Source: an optimization exercise on an open RTL-to-GDS flow (aim: small area). Production flows keep margins and buffers that such runs may drop. Function was checked by simulation only, so behaviour that the tests miss may differ from the original. No activity file was given, so power comes from the tool's default toggle rates.

run A:
==> flow/design.v (excerpt) <==
module top(
clk, rst, Xdata, Ydata, btn1, btn2,
vgaRed, vgaGreen, vgaBlue, Hsync, Vsync
    );
input clk;
input rst;
output [2:0] vgaRed;
output [2:0] vgaGreen;
output [2:1] vgaBlue;
output Hsync;
output Vsync;
input [9:0] Xdata;
input [9:0] Ydata;
input btn1;
input btn2;
wire [8:0] cur;
wire [8:0] gx;
wire [8:0] go;
wire [7:0] p1wins;
wire [7:0] p2wins;
wire [7:0] ties;
wire mode;
cursor_logic cursor_(.clk(clk), .sys_rst(rst), .Xdata(Xdata), .Ydata(Ydata), .cur(cur));
game game_(.clk(clk), .sys_rst(rst), .cur(cur), .set(btn1), .clr(btn2), .gx(gx), .go(go),
	.p1wins(p1wins), .p2wins(p2wins), .ties(ties), .mode(mode));
display display_(.clk(clk), .sys_rst(rst), .cur(cur), .gx(gx), .go(go), .mode(mode),
	.p1wins(p1wins), .p2wins(p2wins), .ties(ties),
	.vgaRed(vgaRed), .vgaGreen(vgaGreen), .vgaBlue(vgaBlue), .Hsync(Hsync), .Vsync(Vsync));
endmodule
Size: about 34 I/O pins.
Settings: LEC_CHECK=0, CAP_MARGIN=20, CORE_MARGIN=2, CORE_UTILIZATION=40, SLEW_MARGIN=20, SYNTH_HIERARCHICAL=1, SYNTH_MEMORY_MAX_BITS=1048576, SYNTH_MINIMUM_KEEP_SIZE=0; clock period 10.0 ns.
standard.sh (not shown) runs the stock make flow with config.mk's settings and CLKGATE_MAP_FILE= SYNTH_SCRIPT=/design/flow/synth_recipe.tcl, a recipe that flattens the netlist after the stock synthesis.
==> flow/flow/run.sh <==
#!/bin/bash
# Layout flow: the standard flow (standard.sh) with these changes:
#  - synthesis: Yosys's abc pass maps the logic with an area-oriented ABC
#    script (area.abc, beside this file) in place of ORFS's speed script, and
#    adders are left to ABC (ADDER_MAP_FILE empty) instead of being mapped to
#    half/full-adder cells first.  The synthesis steps and register names are
#    standard.sh's (synth_recipe.tcl, sourced unchanged).
#  - clock tree: smaller clock buffers, larger sink clusters, no dummy loads.
# Floorplan, power grid, placement, routing and the final DEF are standard.sh's.
set -euo pipefail
cd "$(dirname "$0")/.."
W=$(pwd)

# The synthesis script: synth_recipe.tcl, with the abc command given area.abc.
{
	cat <<EOT
proc abc {args} {
  set i [lsearch -exact \$args -script]
  if {\$i >= 0} { set args [lreplace \$args [expr {\$i + 1}] [expr {\$i + 1}] {$W/flow/area.abc}] }
  yosys abc {*}\$args
}
EOT
	cat "$W/synth_recipe.tcl"
} > "$W/area_synth.tcl"

CTS="-sink_clustering_enable -repair_clock_nets -dont_use_dummy_load -sink_clustering_size 24 -buf_list sky130_fd_sc_hd__clkbuf_4 sky130_fd_sc_hd__clkbuf_8"
sed -e "s#SYNTH_SCRIPT=[^ ']*#SYNTH_SCRIPT=$W/area_synth.tcl#" \
    -e "s#CLKGATE_MAP_FILE= #CLKGATE_MAP_FILE= ADDER_MAP_FILE= 'CTS_ARGS=$CTS' #" \
    "$W/standard.sh" > "$W/area_standard.sh"
grep -q "SYNTH_SCRIPT=$W/area_synth.tcl" "$W/area_standard.sh"
grep -q "ADDER_MAP_FILE= 'CTS_ARGS=" "$W/area_standard.sh"

bash "$W/area_standard.sh" finish > "$W/flow_make.log" 2>&1
test -s "$W/out/final.def"
==> flow/flow/area.abc <==
strash
&get -n
&deepsyn -T 20
&put
dch -f
amap
topo
Seen in the log of run A: STA-0564 during clock tree synthesis, after which the run never completed.
Input-level comparison between run B and run A:
Settings: CORE_UTILIZATION now 30, was 40; SYNTH_MINIMUM_KEEP_SIZE no longer set, was 0; SYNTH_HIERARCHICAL no longer set, was 1.
==> flow/flow/run.sh <==
#!/bin/bash
# Layout flow: the standard flow (standard.sh) with one change in synthesis:
# Yosys's abc pass maps the logic with an area-oriented ABC script (area.abc,
# beside this file) in place of ORFS's speed script.  Everything else --
# the synthesis steps and register names, floorplan, power grid, placement,
# clock tree, routing -- is standard.sh's.
set -euo pipefail
cd "$(dirname "$0")/.."
W=$(pwd)

# The synthesis script: synth_recipe.tcl, with the abc command given area.abc.
{
	cat <<EOT
proc abc {args} {
  set i [lsearch -exact \$args -script]
  if {\$i >= 0} { set args [lreplace \$args [expr {\$i + 1}] [expr {\$i + 1}] {$W/flow/area.abc}] }
  yosys abc {*}\$args
}
EOT
	cat "$W/synth_recipe.tcl"
} > "$W/area_synth.tcl"

sed "s#SYNTH_SCRIPT=[^ ']*#SYNTH_SCRIPT=$W/area_synth.tcl#" "$W/standard.sh" > "$W/area_standard.sh"
grep -q "SYNTH_SCRIPT=$W/area_synth.tcl" "$W/area_standard.sh"

bash "$W/area_standard.sh" finish > "$W/flow_make.log" 2>&1
test -s "$W/out/final.def"
--- outcome ---
Run B finished every step from synthesis to the final layout, and the layout passed the timing, design-rule and antenna checks. Taking run A as the reference, in run B sequential area share after synthesis shrank by 3.1 points; synthesized-area fraction occupied by adder cells now larger; number of synthesized register bits increased 6. Final RePlAce weighted congestion (run A / run B): 1.08.
### run B -> run C
Settings: SYNTH_HIERARCHICAL newly set to 1; SYNTH_MINIMUM_KEEP_SIZE newly set to 0; CORE_UTILIZATION changed from 30 to 40.
==> flow/flow/run.sh <==
#!/bin/bash
# Layout flow: the standard flow (standard.sh) with these changes:
#  - synthesis: Yosys's abc pass maps the logic with an area-oriented ABC
#    script (area.abc, beside this file) in place of ORFS's speed script, and
#    adders are left to ABC (ADDER_MAP_FILE empty) instead of being mapped to
#    half/full-adder cells first.  The synthesis steps and register names are
#    standard.sh's (synth_recipe.tcl, sourced unchanged).
#  - clock tree: smaller clock buffers, larger sink clusters, no dummy loads.
# Floorplan, power grid, placement, routing and the final DEF are standard.sh's.
set -euo pipefail
cd "$(dirname "$0")/.."
W=$(pwd)

# The synthesis script: synth_recipe.tcl, with the abc command given area.abc.
{
	cat <<EOT
proc abc {args} {
  set i [lsearch -exact \$args -script]
  if {\$i >= 0} { set args [lreplace \$args [expr {\$i + 1}] [expr {\$i + 1}] {$W/flow/area.abc}] }
  yosys abc {*}\$args
}
EOT
	cat "$W/synth_recipe.tcl"
} > "$W/area_synth.tcl"

CTS="-sink_clustering_enable -repair_clock_nets -dont_use_dummy_load -sink_clustering_size 24 -buf_list {sky130_fd_sc_hd__clkbuf_4 sky130_fd_sc_hd__clkbuf_8}"
sed -e "s#SYNTH_SCRIPT=[^ ']*#SYNTH_SCRIPT=$W/area_synth.tcl#" \
    -e "s#CLKGATE_MAP_FILE= #CLKGATE_MAP_FILE= ADDER_MAP_FILE= 'CTS_ARGS=$CTS' #" \
    "$W/standard.sh" > "$W/area_standard.sh"
grep -q "SYNTH_SCRIPT=$W/area_synth.tcl" "$W/area_standard.sh"
grep -q "ADDER_MAP_FILE= 'CTS_ARGS=" "$W/area_standard.sh"

bash "$W/area_standard.sh" finish > "$W/flow_make.log" 2>&1
test -s "$W/out/final.def"
Notes after the runs:
No run among run B and run C stopped early or left any final violation; all are clean. Path depth of the worst reg2reg path (lower): run C. Run C improves on run B in total core area. Run B has lower final period utilization than run C. Diff run B..run C | residual DRC count | unchanged. Looking at sequential share of layout area, run C sits 4.7 points higher than run B does. Combinational fraction of design power for run C: 0.8 points up relative to run B. Compared to run B, the router laid down less metal wire for run C.
> inputs changed (run C -> run D)
Settings: removing SYNTH_HIERARCHICAL (formerly 1); changing CORE_UTILIZATION from 40 to 30; removing SYNTH_MINIMUM_KEEP_SIZE (formerly 0).
==> flow/run.sh (new file) <==
#!/bin/bash
# synth_recipe.tcl (not shown) runs the flow's synth.tcl, then flattens the netlist and writes it again
# the make line also repeats each setting of config.mk as NAME=value (left out here)
make -C /OpenROAD-flow-scripts/flow DESIGN_CONFIG=/design/flow/config.mk WORK_HOME=/design/flow/orfs CLKGATE_MAP_FILE= SYNTH_SCRIPT=/design/flow/synth_recipe.tcl finish
removed: flow/flow/run.sh
removed: flow/flow/area.abc
removed: flow/standard.sh
--- outcome ---
- Comparing sequential share of layout area for run D and run C, the smaller number came from run D.
- Compared with run C, run D is hungrier on power.
- Run C ended up with fewer cell instances than run D did.
--- input diff run D..run E ---
Settings: an added SYNTH_HIERARCHICAL of 1; an added SYNTH_MINIMUM_KEEP_SIZE of 0; a change of CORE_UTILIZATION from 30 to 40.
==> flow/flow/run.sh (new file) <==
#!/bin/bash
# Layout flow: the standard flow (standard.sh) with these changes:
#  - synthesis: Yosys's abc pass maps the logic with an area-oriented ABC
#    script (area.abc, beside this file) in place of ORFS's speed script, and
#    adders are left to ABC (ADDER_MAP_FILE empty) instead of being mapped to
#    half/full-adder cells first.  The synthesis steps and register names are
#    standard.sh's (synth_recipe.tcl, sourced unchanged).
#  - clock tree: smaller clock buffers, larger sink clusters, no dummy loads.
#  - port buffers: every input and output port still gets its own buffer,
#    the library's smallest (buf_1).
# Floorplan, power grid, placement, routing and the final DEF are standard.sh's.
set -euo pipefail
cd "$(dirname "$0")/.."
W=$(pwd)

# The synthesis script: synth_recipe.tcl, with the abc command given area.abc.
{
	cat <<EOT
proc abc {args} {
  set i [lsearch -exact \$args -script]
  if {\$i >= 0} { set args [lreplace \$args [expr {\$i + 1}] [expr {\$i + 1}] {$W/flow/area.abc}] }
  yosys abc {*}\$args
}
EOT
	cat "$W/synth_recipe.tcl"
} > "$W/area_synth.tcl"

CTS="-sink_clustering_enable -repair_clock_nets -dont_use_dummy_load -sink_clustering_size 24 -buf_list {sky130_fd_sc_hd__clkbuf_4 sky130_fd_sc_hd__clkbuf_8}"
sed -e "s#SYNTH_SCRIPT=[^ ']*#SYNTH_SCRIPT=$W/area_synth.tcl#" \
    -e "s#CLKGATE_MAP_FILE= #CLKGATE_MAP_FILE= ADDER_MAP_FILE= 'CTS_ARGS=$CTS' 'BUFFER_PORTS_ARGS=-buffer_cell sky130_fd_sc_hd__buf_1' #" \
    "$W/standard.sh" > "$W/area_standard.sh"
grep -q "SYNTH_SCRIPT=$W/area_synth.tcl" "$W/area_standard.sh"
grep -q "ADDER_MAP_FILE= 'CTS_ARGS=" "$W/area_standard.sh"

bash "$W/area_standard.sh" finish > "$W/flow_make.log" 2>&1
test -s "$W/out/final.def"
==> flow/flow/area.abc (new file) <==
strash
&get -n
&deepsyn -T 20
&put
dch -f
amap
topo
==> flow/standard.sh (new file) <==
#!/bin/bash
# synth_recipe.tcl (not shown) runs the flow's synth.tcl, then flattens the netlist and writes it again
# the make line also repeats each setting of config.mk as NAME=value (left out here)
make -C /OpenROAD-flow-scripts/flow DESIGN_CONFIG=/design/flow/config.mk WORK_HOME=/design/flow/orfs CLKGATE_MAP_FILE= SYNTH_SCRIPT=/design/flow/synth_recipe.tcl "${@:-finish}"
removed: flow/run.sh
Notes after the runs:
The setup slack of run E is smaller than that of run D. Delta (run E minus run D): area share of buffers outside the clock network shrank by 1.8 points, insertion delay of the later-clocked pin in the worst-skew pair held steady, number of different library cells in the post-synthesis netlist shrank by 38%, share of the core filled with cells grew by 8.9 points, sequential element share of the synthesized area grew by 7.8 points. Run E vs. run D: power per cell area now sits lower; final non-filler cell area now sits lower; wire length now sits lower. Run E vs run D, sequential share of layout area went up by 9.1 points. Diff run D -> run E | maximum number of pins on one net before global-route repair | down by more than 10%.

==> port drivers added, routing unchanged <==
How much do the figures lean on ideal ports? The routed layouts below were timed once more, with nothing changed but the port constraints. Step 1: set_driving_cell puts a clkbuf_16 on clk and a buf_2 on each other input, an assumption about the parent block. Step 2 also shifts input and output timing later by t, the mid clock arrival at the registers, as if the neighbouring blocks saw the same clock. Three values: ideal, step 1, step 2; two values: the first two.
run	shift t [ns]	setup slack, ns	hold WS [ns]	slew at the worst register clock pin (ns)	cell pins on the clock port's net
run B	0.458	5.464 / 5.491 / 5.033	0.411 / 0.411 / 0.411	0.06 / 0.06	1
run C	0.405	5.201 / 5.201 / 5.201	0.413 / 0.413 / 0.413	0.11 / 0.11	1
run D	0.455	5.807 / 5.764 / 5.969	0.437 / 0.437 / 0.437	0.06 / 0.06	1
run E	0.412	5.095 / 5.095 / 5.095	0.399 / 0.399 / 0.399	0.12 / 0.12	1
After both steps setup and hold are still met in every run listed. For run B, which loses most, drivers alone change the setup slack by +0.027 ns; drivers and shift together by -0.431 ns.
